Context: an optimization exercise on an open-source flow, tuned for small area. The choices shown serve that exercise and are no tape-out recipe.
Function was checked by simulation only, so behaviour that the tests miss may differ from the original.
Power and IR drop assume default switching activity. No driver is modelled on the clock port, so clocking that relies on it looks cheaper here than on a real chip.

== oak ==
Design ECC_array, start of the top module:
module ECC_array(
input clk,
input rst_n,
input [127:0] axis_ins_tdata,
input axis_ins_tvalid,
output axis_ins_tready,
output [127:0] axis_ous_tdata,
output axis_ous_valid,
input axis_ous_ready 
    );
export LEC_CHECK = 0
export CAP_MARGIN = 20
export CORE_MARGIN = 2
export CORE_UTILIZATION = 70
export GPL_TIMING_DRIVEN = 0
export SLEW_MARGIN = 20
create_clock -name core_clock -period 3.2 [get_ports {clk}]
standard.sh (not shown) runs the stock make flow with config.mk's settings and CLKGATE_MAP_FILE= SYNTH_SCRIPT=/design/flow/synth_recipe.tcl, a recipe that flattens the netlist after the stock synthesis.
==> flow/flow/run.sh <==
#!/bin/bash
# Standard ORFS layout (standard.sh) with these changes:
#  - synthesis maps the logic with an area-oriented ABC script (flow/synth.tcl)
#  - ports are buffered with the smallest buffer, sky130_fd_sc_hd__buf_1
#  - CTS uses clkbuf_16 buffers, larger sink clusters and no dummy loads
#  - the floorplan step does not resize gates for timing before placement
#    (REMOVE_ABC_BUFFERS=1; the ABC script above inserts no buffers)
# Each tool's output goes to a log file in the work folder.
set -euo pipefail
W=$(pwd)
export OWN_ABC_SCRIPT=$W/flow/abc_area.script
export REMOVE_ABC_BUFFERS=1
export BUFFER_PORTS_ARGS="-buffer_cell sky130_fd_sc_hd__buf_1"
export CTS_ARGS="-sink_clustering_enable -repair_clock_nets -buf_list sky130_fd_sc_hd__clkbuf_16 -sink_clustering_size 34 -sink_clustering_max_diameter 120 -dont_use_dummy_load"
bash standard.sh SYNTH_SCRIPT=$W/flow/synth.tcl finish > $W/standard_make.log 2>&1
==> flow/flow/abc_area.script <==
strash
&get -n
&st
&dch
&nf -R 1000
&put
topo
==> flow/flow/synth.tcl <==
# The standard synthesis (synth_recipe.tcl), with an area-oriented ABC
# mapping script in place of ORFS's: only the combinational mapping changes.
proc synth {args} { yosys synth -nofsm -noshare {*}$args }
proc abc {args} {
  set i [lsearch -exact $args -script]
  if { $i >= 0 } {
    set args [lreplace $args [expr {$i + 1}] [expr {$i + 1}] $::env(OWN_ABC_SCRIPT)]
  }
  yosys abc {*}$args
}
source $::env(SCRIPTS_DIR)/synth.tcl
# left out here: clear keep_hierarchy, flatten, clean up, hide names made inside functions, write 1_2_yosys.v
oak reached the end of the flow, and the finished layout is clean on the timing, DRC and antenna checks.
diff inputs: oak => pine
Settings: swapping 70 for 60 in CORE_UTILIZATION.
Notes after the runs:
Summary of pine over oak: tightest slew margin relative to the limit up 2.7 points, sum of met2 wire segment lengths after detailed routing up 1.1%, net switching fraction of the power flat, post-synthesis to final-layout area growth up 0.72 points, clock network power up about 1%.
pine falls short of oak in global-route wire length before repair.
Post-route core utilization is higher on oak
Compare pine and oak | largest incremental delay on the critical path higher: oak
Run comparison: pine slowest library cell on the worst path dfstp_4; oak slowest library cell on the worst path dfrtp_4
Between pine and oak, post-route minimum period is lower for pine, oak comes in above that.
[compare] base=oak new=pine: number of placed instances with taps included saw an increase; wire length after detailed routing climbed 4.1%.
Changes in birch relative to pine:
Settings: a change of CORE_UTILIZATION from 60 to 70; an added CTS_BUF_LIST of sky130_fd_sc_hd__clkbuf_16; an added ABC_AREA of 0; an added PLACE_DENSITY of 0.85; an added CTS_CLUSTER_SIZE of 34; an added CTS_CLUSTER_DIAMETER of 120.
==> flow/run.sh (new file) <==
#!/bin/bash
# synth_recipe.tcl (not shown) runs the flow's synth.tcl, then flattens the netlist and writes it again
# the make line also repeats each setting of config.mk as NAME=value (left out here)
make -C /OpenROAD-flow-scripts/flow DESIGN_CONFIG=/design/flow/config.mk WORK_HOME=/design/flow/orfs CLKGATE_MAP_FILE= SYNTH_SCRIPT=/design/flow/synth_recipe.tcl finish
removed: flow/flow/run.sh
removed: flow/flow/abc_area.script
removed: flow/flow/synth.tcl
removed: flow/standard.sh
==> comparison <==
- Wire: birch routes more than pine
- Compared with pine, birch is the more power-hungry design.
- Delta(worst setup slack, birch - pine) < 0
- birch went all the way through synthesis, placement and routing and the layout is clean on timing, DRC and antenna.
- The critical path capture point comes out axis_ous_tdata[91] in one run and axis_ous_tdata[31] in the other, namely in pine and birch respectively.
- Diff pine -> birch: cell area after layout went up 15%, final standard cell count with taps included and fillers excluded went up by 453, length of routed met2 wiring rose by 8200 um, total number of vias shows an increase of about 22%.
[inputs] maple vs birch
Settings: a deleted CTS_CLUSTER_DIAMETER that had been 120; a deleted CTS_BUF_LIST that had been sky130_fd_sc_hd__clkbuf_16; a deleted CTS_CLUSTER_SIZE that had been 34; a deleted ABC_AREA that had been 0.
==> flow/flow/run.sh (new file) <==
#!/bin/bash
# Standard ORFS layout (standard.sh) with these changes:
#  - synthesis maps the logic with an area-oriented ABC script (flow/synth.tcl)
#  - ports are buffered with the smallest buffer, sky130_fd_sc_hd__buf_1
#  - CTS uses clkbuf_16 buffers, larger sink clusters and no dummy loads
#  - the floorplan step does not resize gates for timing before placement
#    (REMOVE_ABC_BUFFERS=1; the ABC script above inserts no buffers)
# Each tool's output goes to a log file in the work folder.
set -euo pipefail
W=$(pwd)
export OWN_ABC_SCRIPT=$W/flow/abc_area.script
export REMOVE_ABC_BUFFERS=1
export BUFFER_PORTS_ARGS="-buffer_cell sky130_fd_sc_hd__buf_1"
export CTS_ARGS="-sink_clustering_enable -repair_clock_nets -buf_list sky130_fd_sc_hd__clkbuf_16 -sink_clustering_size 34 -sink_clustering_max_diameter 120 -dont_use_dummy_load"
bash standard.sh SYNTH_SCRIPT=$W/flow/synth.tcl finish > $W/standard_make.log 2>&1
==> flow/flow/abc_area.script (new file) <==
strash
&get -n
&st
&dch
&nf -R 1000
&put
topo
==> flow/flow/synth.tcl (new file) <==
# The standard synthesis (synth_recipe.tcl), with an area-oriented ABC
# mapping script in place of ORFS's: only the combinational mapping changes.
proc synth {args} { yosys synth -nofsm -noshare {*}$args }
proc abc {args} {
  set i [lsearch -exact $args -script]
  if { $i >= 0 } {
    set args [lreplace $args [expr {$i + 1}] [expr {$i + 1}] $::env(OWN_ABC_SCRIPT)]
  }
  yosys abc {*}$args
}
source $::env(SCRIPTS_DIR)/synth.tcl
# left out here: clear keep_hierarchy, flatten, clean up, hide names made inside functions, write 1_2_yosys.v
==> flow/standard.sh (new file) <==
#!/bin/bash
# synth_recipe.tcl (not shown) runs the flow's synth.tcl, then flattens the netlist and writes it again
# the make line also repeats each setting of config.mk as NAME=value (left out here)
make -C /OpenROAD-flow-scripts/flow DESIGN_CONFIG=/design/flow/config.mk WORK_HOME=/design/flow/orfs CLKGATE_MAP_FILE= SYNTH_SCRIPT=/design/flow/synth_recipe.tcl "${@:-finish}"
removed: flow/run.sh
Results
maple against birch; final cell count is down by more than 10%. From birch to maple the numbers moved as follows: cell area after layout now smaller; via count now smaller; fraction of cell area in non-clock buffers now smaller; number of signal-net buffers in the layout now smaller. | share of power burned in the clock network | maple vs birch | 1.1 points higher |. Delta (maple minus birch): post-DP HPWL now smaller, clock network power consumption shows a reduction of about 5%, final sum of negative setup slack was more or less identical, worst hold slack has decreased.

---

Another version of the RTL of ECC_array (not shown whole).
Size in the first run: about 2400 cells after synthesis, roughly 780 flip-flops.
Settings: LEC_CHECK=0, CAP_MARGIN=20, CORE_MARGIN=2, CORE_UTILIZATION=60, SLEW_MARGIN=20; clock period 3.2 ns.
==> flow/flow/run.sh <==
#!/bin/bash
# Standard ORFS layout (standard.sh) with three changes:
#  - synthesis maps the logic with an area-oriented ABC script (flow/synth.tcl)
#  - ports are buffered with the smallest buffer, sky130_fd_sc_hd__buf_1
#  - CTS uses clkbuf_16 buffers, larger sink clusters and no dummy loads
# Each tool's output goes to a log file in the work folder.
set -euo pipefail
W=$(pwd)
export OWN_ABC_SCRIPT=$W/flow/abc_area.script
export BUFFER_PORTS_ARGS="-buffer_cell sky130_fd_sc_hd__buf_1"
export CTS_ARGS="-sink_clustering_enable -repair_clock_nets -buf_list sky130_fd_sc_hd__clkbuf_16 -sink_clustering_size 35 -sink_clustering_max_diameter 70 -dont_use_dummy_load"
bash standard.sh SYNTH_SCRIPT=$W/flow/synth.tcl finish > $W/standard_make.log 2>&1
==> flow/flow/abc_area.script <==
strash
&get -n
&st
&dch
&nf -R 1000
&put
topo
==> flow/flow/synth.tcl <==
# The standard synthesis (synth_recipe.tcl), with an area-oriented ABC
# mapping script in place of ORFS's: only the combinational mapping changes.
proc synth {args} { yosys synth -nofsm -noshare {*}$args }
proc abc {args} {
  set i [lsearch -exact $args -script]
  if { $i >= 0 } {
    set args [lreplace $args [expr {$i + 1}] [expr {$i + 1}] $::env(OWN_ABC_SCRIPT)]
  }
  yosys abc {*}$args
}
source $::env(SCRIPTS_DIR)/synth.tcl
# left out here: clear keep_hierarchy, flatten, clean up, hide names made inside functions, write 1_2_yosys.v
The baseline passed the timing, DRC and antenna checks.
Edit:
==> flow/flow/run.sh (replaced) <==
#!/bin/bash
# Standard ORFS layout (standard.sh) with these changes:
#  - synthesis maps the logic with an area-oriented ABC script (flow/synth.tcl)
#  - ports are buffered with the smallest buffer, sky130_fd_sc_hd__buf_1
#  - CTS uses clkbuf_16 buffers, larger sink clusters and no dummy loads
#  - the floorplan step does not resize gates for timing before placement
#    (REMOVE_ABC_BUFFERS=1; the ABC script above inserts no buffers)
# Each tool's output goes to a log file in the work folder.
set -euo pipefail
W=$(pwd)
export OWN_ABC_SCRIPT=$W/flow/abc_area.script
export REMOVE_ABC_BUFFERS=1
export BUFFER_PORTS_ARGS="-buffer_cell sky130_fd_sc_hd__buf_1"
export CTS_ARGS="-sink_clustering_enable -repair_clock_nets -buf_list sky130_fd_sc_hd__clkbuf_16 -sink_clustering_size 30 -sink_clustering_max_diameter 100 -dont_use_dummy_load"
bash standard.sh SYNTH_SCRIPT=$W/flow/synth.tcl finish > $W/standard_make.log 2>&1
- first-iteration DRC count climbs by 10%
- area after synthesis is unchanged
- count of clock-buffer cells in the layout drops by 8
- setup slack is worse by 0.024 ns
- non-clock buffer count climbs by 15
- final area drops by about 3%
- die area stays the same
- fmax drops by 0.79%
- flip-flop and latch count is unchanged

-- afterwards: timing with drivers on the ports --
Ports are ideal in the flow. The routed layouts listed here were re-timed in OpenROAD. Step 1: set_driving_cell puts a clkbuf_16 on clk and a buf_2 on each other input, an assumption about the parent block. Step 2 adds t to the input delays and takes it off the output delays; t is the mean of the earliest and latest rising clock arrival at the registers after step 1. Input paths then give back, and output paths get back, about the clock's delay inside the block. a / b / c = ideal / step 1 / step 2; a / b = the first two.
run	t, ns	setup WS [ns]	worst data-port slew with drivers (ns)	pins driven straight from the clock port
oak	0.623	0.071 / 0.016 / 0.533	0.10	1
pine	0.649	0.110 / 0.047 / 0.251	0.10	1
birch	0.667	0.035 / -0.023 / 0.369	0.08	1
maple	0.632	0.167 / 0.113 / 0.495	0.09	1
the first run of note 2	0.624	0.189 / 0.132 / 0.427	0.08	1
the second run of note 2	0.655	0.165 / 0.108 / 0.446	0.10	1
After both steps setup and hold are still met in every run listed.
